This design comes from an exercise in tuning for small area and a short achievable clock period on the open sky130 flow, not from production work. RTL that was checked went through simulation tests only; none was proved equivalent to the original.

== run 1 ==
## nco_core
module nco_core(clk, reset, mode, fph, word_in, word_out, amplitude);
    parameter M = 48;
    parameter N = 14;
    parameter P = 12;
    input clk, reset, fph;
    input [1:0] mode;
    input  [M-1:0] word_in;
    output [M-1:0] word_out;
    output [P-1:0] amplitude;
    wire [N-1:0] phase;
    phase_accumulator #(.M(M), .N(N)) U2_pa (
        .clk        (clk),
        .reset      (reset),
        .mode       (mode),
        .fph        (fph),
        .word_in    (word_in),
        .word_out   (word_out),
        .phase      (phase)
    );
    pac #(.N(N), .P(P)) U4_pac (
        .clk        (clk),
        .eo         (!reset && mode == 2'b00),
        .phase      (phase),
        .amplitude  (amplitude)
    );
endmodule
For scale: roughly 2400 cells after synthesis, ~120 flip-flops.
Settings: LEC_CHECK=0, ABC_AREA=1, CAP_MARGIN=20, CORE_MARGIN=2, CORE_UTILIZATION=40, SETUP_SLACK_MARGIN=3.3, SLEW_MARGIN=20, SYNTH_MEMORY_MAX_BITS=65536; clock period 7.0 ns.
standard.sh (not shown) runs the stock make flow with config.mk's settings and CLKGATE_MAP_FILE= SYNTH_SCRIPT=/design/flow/synth_recipe.tcl, a recipe that flattens the netlist after the stock synthesis.
==> flow/flow/run.sh <==
#!/bin/bash
# Standard synthesis and layout (standard.sh), with two layout settings changed:
# ports are buffered with buf_2 instead of the delay-cell buffer buffer_ports picks,
# and timing repair may resize a cell into one of a different footprint.
set -euo pipefail
cd "$(dirname "$0")/.."
bash standard.sh \
  "BUFFER_PORTS_ARGS=-buffer_cell sky130_fd_sc_hd__buf_2" \
  MATCH_CELL_FOOTPRINT=0 \
  finish > flow_make.log 2>&1
The final layout from run 1, which completed every stage, passed the timing, design-rule and antenna checks at the end of the flow.
What run 2 does differently from run 1 at the input level:
Settings: changing SETUP_SLACK_MARGIN from 3.3 to 3.0.
==> comparison <==
Via count went down by a few percent going from run 1 to run 2.
Against run 1, run 2 comes in 2 higher on depth of the most critical reg-to-reg path.
STATUS first-pass GRT wire length: run 2 wins against run 1
Run 2 has completed all stages; timing, DRC and antenna checks passed.
NOTE: sequential share of layout area in run 2 exceeds that of run 1
The more densely filled core belongs to run 1, not run 2.
Compared with run 1, in run 2 share of layout cells above drive strength 1 decreased 3.8 points, number of nets in the layout decreased 17.
Summary: total non-filler cell area in the finished layout, run 2 better than run 1
Run 2 vs run 1 on wire length per cell: run 2 is the lower one.

---

nco_core, a different RTL version from the one above (not shown whole).
export LEC_CHECK = 0
export ABC_AREA = 1
export CAP_MARGIN = 20
export CORE_MARGIN = 2
export CORE_UTILIZATION = 55
export SETUP_SLACK_MARGIN = 3.0
export SLEW_MARGIN = 20
export SYNTH_MEMORY_MAX_BITS = 65536
create_clock -name core_clock -period 7.0 [get_ports {clk}]
==> flow/flow/run.sh <==
#!/bin/bash
# Standard synthesis and layout (standard.sh), with these layout settings changed:
# - ports are buffered with buf_2 instead of the delay-cell buffer buffer_ports picks;
# - timing repair may resize a cell into one of a different footprint;
# - clock tree: clkbuf_4/clkbuf_8 buffers and no dummy loads.
set -euo pipefail
cd "$(dirname "$0")/.."
bash standard.sh \
  "BUFFER_PORTS_ARGS=-buffer_cell sky130_fd_sc_hd__buf_2" \
  MATCH_CELL_FOOTPRINT=0 \
  "CTS_ARGS=-sink_clustering_enable -repair_clock_nets -dont_use_dummy_load -buf_list sky130_fd_sc_hd__clkbuf_8 -root_buf sky130_fd_sc_hd__clkbuf_8" \
  finish > flow_make.log 2>&1
The first run finished clean.
Edit:
--- a/flow/flow/run.sh
+++ b/flow/flow/run.sh
@@ -10,3 +10,3 @@
   MATCH_CELL_FOOTPRINT=0 \
-  "CTS_ARGS=-sink_clustering_enable -repair_clock_nets -dont_use_dummy_load -buf_list sky130_fd_sc_hd__clkbuf_8 -root_buf sky130_fd_sc_hd__clkbuf_8" \
+  "CTS_ARGS=-sink_clustering_enable -repair_clock_nets -dont_use_dummy_load -buf_list {sky130_fd_sc_hd__clkbuf_4 sky130_fd_sc_hd__clkbuf_8} -sink_clustering_size 12 -root_buf sky130_fd_sc_hd__clkbuf_8" \
   finish > flow_make.log 2>&1
Sequential share of layout area stays the same.
Area after synthesis does not change.
No run of this note included a check of the RTL's function; only the layout flow was run.

---

Another version of the RTL of nco_core (not shown whole).
Size: ~1800 cells after synthesis, roughly 120 flip-flops, roughly 12000 µm² of cells after synthesis.
Design nco_core, start of the top module:
module nco_core(clk, reset, mode, fph, word_in, word_out, amplitude);
    parameter M = 48;
    parameter N = 14;
    parameter P = 12;
    input clk, reset, fph;
    input [1:0] mode;
    input  [M-1:0] word_in;
    output [M-1:0] word_out;
    output [P-1:0] amplitude;
    wire [N-1:0] phase;
    phase_accumulator #(.M(M), .N(N)) U2_pa (
        .clk        (clk),
        .reset      (reset),
        .mode       (mode),
        .fph        (fph),
        .word_in    (word_in),
        .word_out   (word_out),
        .phase      (phase)
    );
    pac #(.N(N), .P(P)) U4_pac (
        .clk        (clk),
        .eo         (!reset && mode == 2'b00),
        .phase      (phase),
        .amplitude  (amplitude)
    );
endmodule
export LEC_CHECK = 0
export ABC_AREA = 1
export CAP_MARGIN = 20
export CORE_MARGIN = 2
export CORE_UTILIZATION = 65
export SETUP_SLACK_MARGIN = 3.0
export SLEW_MARGIN = 20
export SYNTH_MEMORY_MAX_BITS = 65536
create_clock -name core_clock -period 7.0 [get_ports {clk}]
==> flow/flow/run.sh <==
#!/bin/bash
# Standard synthesis and layout (standard.sh), with these layout settings changed:
# - ports are buffered with buf_2 instead of the delay-cell buffer buffer_ports picks;
# - timing repair may resize a cell into one of a different footprint;
# - clock tree: clkbuf_4/clkbuf_8 buffers and no dummy loads.
set -euo pipefail
cd "$(dirname "$0")/.."
bash standard.sh \
  "BUFFER_PORTS_ARGS=-buffer_cell sky130_fd_sc_hd__buf_2" \
  MATCH_CELL_FOOTPRINT=0 \
  "CTS_ARGS=-sink_clustering_enable -repair_clock_nets -dont_use_dummy_load -buf_list sky130_fd_sc_hd__clkbuf_8 -root_buf sky130_fd_sc_hd__clkbuf_8" \
  finish > flow_make.log 2>&1
Next try:
- CORE_UTILIZATION: 65 -> 55
Result:
- clock skew goes down by 0.010 ns
- design area goes up slightly
- via count goes down by a few percent
- synthesized cell count does not change
- die area goes up by about a fifth
- area after synthesis is unchanged
- global-route usage goes down by 8.8 points
Next try:
- CORE_UTILIZATION: 55 -> 40
The new run completed without violations.
Final cell count grows by a few percent.
Synthesized area stays the same.
Utilization fell by 16 points.
Clock-buffer cell count stays the same.
Critical path depth goes down by 1.
Setup slack got worse by 0.088 ns.
Design area came out higher slightly.
Routed wire length goes up by a few percent.

---

Setup of v37:
Starting RTL as in the previous note.
export LEC_CHECK = 0
export ABC_AREA = 1
export CAP_MARGIN = 20
export CORE_MARGIN = 2
export CORE_UTILIZATION = 55
export SETUP_SLACK_MARGIN = 3.0
export SLEW_MARGIN = 20
export SYNTH_MEMORY_MAX_BITS = 65536
create_clock -name core_clock -period 7.0 [get_ports {clk}]
==> flow/flow/run.sh <==
#!/bin/bash
# Standard synthesis and layout (standard.sh), with these layout settings changed:
# - ports are buffered with buf_1 instead of the delay-cell buffer buffer_ports picks;
# - timing repair may resize a cell into one of a different footprint;
# - clock tree: clkbuf_4/clkbuf_8 buffers and no dummy loads.
set -euo pipefail
cd "$(dirname "$0")/.."
bash standard.sh \
  "BUFFER_PORTS_ARGS=-buffer_cell sky130_fd_sc_hd__buf_1" \
  MATCH_CELL_FOOTPRINT=0 \
  "CTS_ARGS=-sink_clustering_enable -repair_clock_nets -dont_use_dummy_load -buf_list sky130_fd_sc_hd__clkbuf_8 -root_buf sky130_fd_sc_hd__clkbuf_8" \
  finish > flow_make.log 2>&1
v37 closes out successfully: all stages finished, all timing, DRC and antenna checks passed.
Edits applied to the flow inputs when going from v37 to v12:
==> flow/flow/run.sh <==
#!/bin/bash
# The standard synthesis and layout (standard.sh), with these changes:
# - synthesis: the same script (synth_recipe.tcl and ORFS synth.tcl, so the same registers with
#   the same names and cells), except that ABC maps the logic with flow/abc_nf.script;
# - ports are buffered with buf_1 instead of the delay-cell buffer buffer_ports picks;
# - timing repair may resize a cell into one of a different footprint;
# - clock tree: clkbuf_8 buffers and no dummy loads.
set -euo pipefail
W="$(cd "$(dirname "$0")/.." && pwd)"
cd "$W"
# ORFS synth.tcl with the ABC script replaced after synth_preamble.tcl sets it
sed '/^source \$::env(SCRIPTS_DIR)\/synth_preamble.tcl/a set abc_script $::env(ABCX_SCRIPT)\nset abc_args [list -script $abc_script {*}$lib_args {*}$lib_dont_use_args -constr $::env(OBJECTS_DIR)/abc.constr]' \
  "$FLOW_HOME/scripts/synth.tcl" > flow_synth.tcl
grep -q 'ABCX_SCRIPT' flow_synth.tcl
# The standard flow's synthesis wrapper, sourcing that copy
sed "s|^source \$::env(SCRIPTS_DIR)/synth.tcl|source $W/flow_synth.tcl|" synth_recipe.tcl > flow_synth_recipe.tcl
grep -q "flow_synth.tcl" flow_synth_recipe.tcl
# standard.sh with the synthesis script replaced
sed "s|SYNTH_SCRIPT=[^ ]*|SYNTH_SCRIPT=$W/flow_synth_recipe.tcl|" standard.sh > flow_standard.sh
grep -q "flow_synth_recipe.tcl" flow_standard.sh
export ABCX_SCRIPT="$W/flow/abc_nf.script"
bash flow_standard.sh \
  "BUFFER_PORTS_ARGS=-buffer_cell sky130_fd_sc_hd__buf_1" \
  MATCH_CELL_FOOTPRINT=0 \
  "CTS_ARGS=-sink_clustering_enable -repair_clock_nets -dont_use_dummy_load -buf_list sky130_fd_sc_hd__clkbuf_8 -root_buf sky130_fd_sc_hd__clkbuf_8" \
  finish > flow_make.log 2>&1
==> flow/flow/abc_nf.script (new file) <==
strash
&get -n
&st
&dch
&nf
&put
topo
stime -c
buffer -c
upsize -c
dnsize -c
==> run notes <==
v12: no failed stages, no open violations at the end. The run with more routed wire is v12, not v37. Going from v37 to v12, slew at the pin closest to its max-slew limit went up 0.27 ns, pin count of the biggest net entering global routing went down about 26%, number of cells on the worst reg-to-reg path went down 2. Going from v37 to v12, the first-pass GRT wire length was found to have gone down by 5.0%. Looking at share of the final layout cell area in multi-input gates, v12 sits 2.7 points above v37. v37 vs v12, worst-path cell with the longest stage delay: sky130_fd_sc_hd__ha_2 vs sky130_fd_sc_hd__nor3_1. met5 as the highest routing layer actually used was reported by v12, and met4 by v37.
[inputs] v36 vs v12
-- flow/flow/run.sh --
<<< v12, line 3
# - synthesis: the same script (synth_recipe.tcl and ORFS synth.tcl, so the same registers with
#   the same names and cells), except that ABC maps the logic with flow/abc_nf.script;
# - ports are buffered with buf_1 instead of the delay-cell buffer buffer_ports picks;
# - timing repair may resize a cell into one of a different footprint;
# - clock tree: clkbuf_8 buffers and no dummy loads.
>>> v36, line 3
# - synthesis: the same script (synth_recipe.tcl and ORFS synth.tcl, so the same registers with
#   the same names and cells), except that ABC maps the logic with flow/abc_nf.script;
# - ports are buffered with buf_2 instead of the delay-cell buffer buffer_ports picks;
# - timing repair may resize a cell into one of a different footprint;
# - clock tree: clkbuf_8 buffers and no dummy loads.
<<< v12, line 21
export ABCX_SCRIPT="$W/flow/abc_nf.script"
bash flow_standard.sh \
  "BUFFER_PORTS_ARGS=-buffer_cell sky130_fd_sc_hd__buf_1" \
  MATCH_CELL_FOOTPRINT=0 \
  "CTS_ARGS=-sink_clustering_enable -repair_clock_nets -dont_use_dummy_load -buf_list sky130_fd_sc_hd__clkbuf_8 -root_buf sky130_fd_sc_hd__clkbuf_8" \
>>> v36, line 21
export ABCX_SCRIPT="$W/flow/abc_nf.script"
bash flow_standard.sh \
  "BUFFER_PORTS_ARGS=-buffer_cell sky130_fd_sc_hd__buf_2" \
  MATCH_CELL_FOOTPRINT=0 \
  "CTS_ARGS=-sink_clustering_enable -repair_clock_nets -dont_use_dummy_load -buf_list sky130_fd_sc_hd__clkbuf_8 -root_buf sky130_fd_sc_hd__clkbuf_8" \
Comparing v36 and v12, portion of the layout cell area used by non-clock buffers is lower on v12. On final worst setup slack: between v36 and v12, it ends up higher for v12. v36 -> v12: cell area flat.

---

run G:
nco_core, a different RTL version from the one above (not shown whole).
For scale: about 2600 cells after synthesis, roughly 110 flip-flops.
==> flow/config.mk <==
export PLATFORM = sky130hd
export DESIGN_NAME = nco_core
export DESIGN_NICKNAME = nco_core
export VERILOG_FILES = /design/flow/design.v
export SDC_FILE = /design/flow/constraint.sdc
export NUM_CORES = 4
export LEC_CHECK = 0
export ABC_AREA = 1
export CAP_MARGIN = 20
export CORE_MARGIN = 2
export CORE_UTILIZATION = 40
export SETUP_SLACK_MARGIN = 3.5
export SLEW_MARGIN = 20
export SYNTH_MEMORY_MAX_BITS = 65536
==> flow/constraint.sdc <==
create_clock -name core_clock -period 7.0 [get_ports {clk}]
set_input_delay 1.4000 -clock core_clock [delete_from_list [all_inputs] [get_ports {clk}]]
set_output_delay 1.4000 -clock core_clock [all_outputs]
set_load 0.01 [all_outputs]
run.sh (not shown) runs the stock make flow with config.mk's settings and CLKGATE_MAP_FILE= SYNTH_SCRIPT=/design/flow/synth_recipe.tcl, a recipe that flattens the netlist after the stock synthesis.
Stock flow here: none of the scripts above is used.
Here is what was changed in the inputs of run D compared with run G.
Settings: SETUP_SLACK_MARGIN changed from 3.5 to 2.5.
- Wire length in run D vs run G: down 10 mm
- Looking at run G and run D, the pin slew with the least headroom to its limit is a wash.
- | DRC violation count after routing | run G vs run D | ≈ equal |
- Looking only at pre-CTS worst setup slack, and setting everything else aside, the higher value of run G and run D goes to run D.
- | highest clock rate | lower: run D |
- word_out[15] as the capturing instance or port of the critical path was reported by run D, and U4_pac.data[8] by run G.
- Taking run G as the reference, in run D wire length of the first global-routing pass moved down, setup clock skew after layout roughly the same, buffer count excluding the clock tree in the final layout -98, post-route standard cell area excluding fillers dropped about 15%.
- Re layout overhead on the synthesized area: run D is 20 points down on run G.
- Between run G and run D, the flow reports number of combinational gates with multiple inputs decreasing slightly.
No functional check of the RTL was part of any run of this note.

---

nco_core with an RTL version that a note above also has.
For scale: ~120 flip-flops, ~110 I/O pins.
clock: 7.0 ns
lec_check: 0
abc_area: 1
cap_margin: 20
core_margin: 2
core_utilization: 55
setup_slack_margin: 3.0
slew_margin: 20
synth_memory_max_bits: 65536
standard.sh (not shown) runs the stock make flow with config.mk's settings and CLKGATE_MAP_FILE= SYNTH_SCRIPT=/design/flow/synth_recipe.tcl, a recipe that flattens the netlist after the stock synthesis.
==> flow/flow/run.sh <==
#!/bin/bash
# The standard synthesis and layout (standard.sh), with these layout settings changed:
# - ports are buffered with buf_1 instead of the delay-cell buffer buffer_ports picks
#   (timing repair still resizes the ones on critical paths);
# - timing repair may resize a cell into one of a different footprint;
# - clock tree: clkbuf_8 buffers and no dummy loads.
# All output of the flow goes to flow_make.log; ORFS keeps each step's log under orfs/logs/.
set -euo pipefail
cd "$(dirname "$0")/.."
bash standard.sh \
  "BUFFER_PORTS_ARGS=-buffer_cell sky130_fd_sc_hd__buf_1" \
  MATCH_CELL_FOOTPRINT=0 \
  "CTS_ARGS=-sink_clustering_enable -repair_clock_nets -dont_use_dummy_load -buf_list sky130_fd_sc_hd__clkbuf_8 -root_buf sky130_fd_sc_hd__clkbuf_8" \
  finish > flow_make.log 2>&1
Change:
==> flow/flow/run.sh (replaced) <==
#!/bin/bash
# Standard synthesis and layout (standard.sh), with two layout settings changed:
# ports are buffered with buf_2 instead of the delay-cell buffer buffer_ports picks,
# and timing repair may resize a cell into one of a different footprint.
set -euo pipefail
cd "$(dirname "$0")/.."
bash standard.sh \
  "BUFFER_PORTS_ARGS=-buffer_cell sky130_fd_sc_hd__buf_2" \
  MATCH_CELL_FOOTPRINT=0 \
  finish > flow_make.log 2>&1
--- a/flow/config.mk
+++ b/flow/config.mk
@@ -9,5 +9,5 @@
 export CAP_MARGIN = 20
 export CORE_MARGIN = 2
-export CORE_UTILIZATION = 55
+export CORE_UTILIZATION = 40
 export SETUP_SLACK_MARGIN = 3.0
 export SLEW_MARGIN = 20
Outcome: The new run produced a clean layout. Wire length grows by about 5%. Register-to-register slack gets better by 0.08 ns. Area after synthesis does not change. Cell area rose by 4.0%. Worst setup slack gets worse by 0.027 ns. Synthesized cell count is unchanged. Hold slack got worse by 0.058 ns. Non-clock buffer count goes down by 10. Die area is higher by 36%.

==> afterwards: timing with drivers on the ports <==
The flow's constraints put no driver on any port. The routed layouts listed below were extracted and timed again, unchanged, in two steps. Step 1 assumes that a clkbuf_16 drives the clock port and a buf_2 every other input. Step 2 also shifts input and output timing later by t, the mid clock arrival at the registers, as if the neighbouring blocks saw the same clock. Slacks: ideal ports / drivers / drivers and shift; pairs: ideal ports / drivers.
run | t (ns) | slack for setup (ns) | hold WS [ns] | worst data-port slew with drivers (ns) | pins driven straight from the clock port
run 1 | 0.490 | 3.115 / 3.064 / 2.926 | 0.371 / 0.371 / 0.371 | 0.07 | 1
run 2 | 0.474 | 3.153 / 3.127 / 2.933 | 0.373 / 0.373 / 0.373 | 0.07 | 1
the first run of note 2 | 0.479 | 2.936 / 2.918 / 2.885 | 0.404 / 0.404 / 0.404 | 0.06 | 1
the second run of note 2 | 0.479 | 2.936 / 2.918 / 2.885 | 0.404 / 0.404 / 0.404 | 0.06 | 1
the first run of note 3 | 0.487 | 3.004 / 2.993 / 2.818 | 0.522 / 0.522 / 0.522 | 0.05 | 1
the second run of note 3 | 0.485 | 3.035 / 3.035 / 3.035 | 0.414 / 0.414 / 0.414 | 0.05 | 1
the third run of note 3 | 0.499 | 2.947 / 2.947 / 2.769 | 0.385 / 0.385 / 0.385 | 0.04 | 1
v37 | 0.488 | 3.042 / 3.042 / 3.009 | 0.440 / 0.440 / 0.440 | 0.05 | 1
v12 | 0.492 | 2.917 / 2.917 / 2.917 | 0.441 / 0.441 / 0.441 | 0.07 | 1
v36 | 0.487 | 2.902 / 2.902 / 2.902 | 0.425 / 0.425 / 0.425 | 0.07 | 1
run G | 0.409 | 2.940 / 2.940 / 2.940 | 0.524 / 0.524 / 0.524 | 0.07 | 1
run D | 0.425 | 2.603 / 2.581 / 2.581 | 0.524 / 0.524 / 0.524 | 0.08 | 1
the first run of note 6 | 0.488 | 3.042 / 3.042 / 3.009 | 0.440 / 0.440 / 0.440 | 0.05 | 1
the second run of note 6 | 0.481 | 3.015 / 2.993 / 2.731 | 0.382 / 0.382 / 0.382 | 0.04 | 1
After both steps every run listed still meets setup and hold. For the second run of note 6, which loses most, drivers alone change the setup slack by -0.022 ns; drivers and shift together by -0.284 ns.
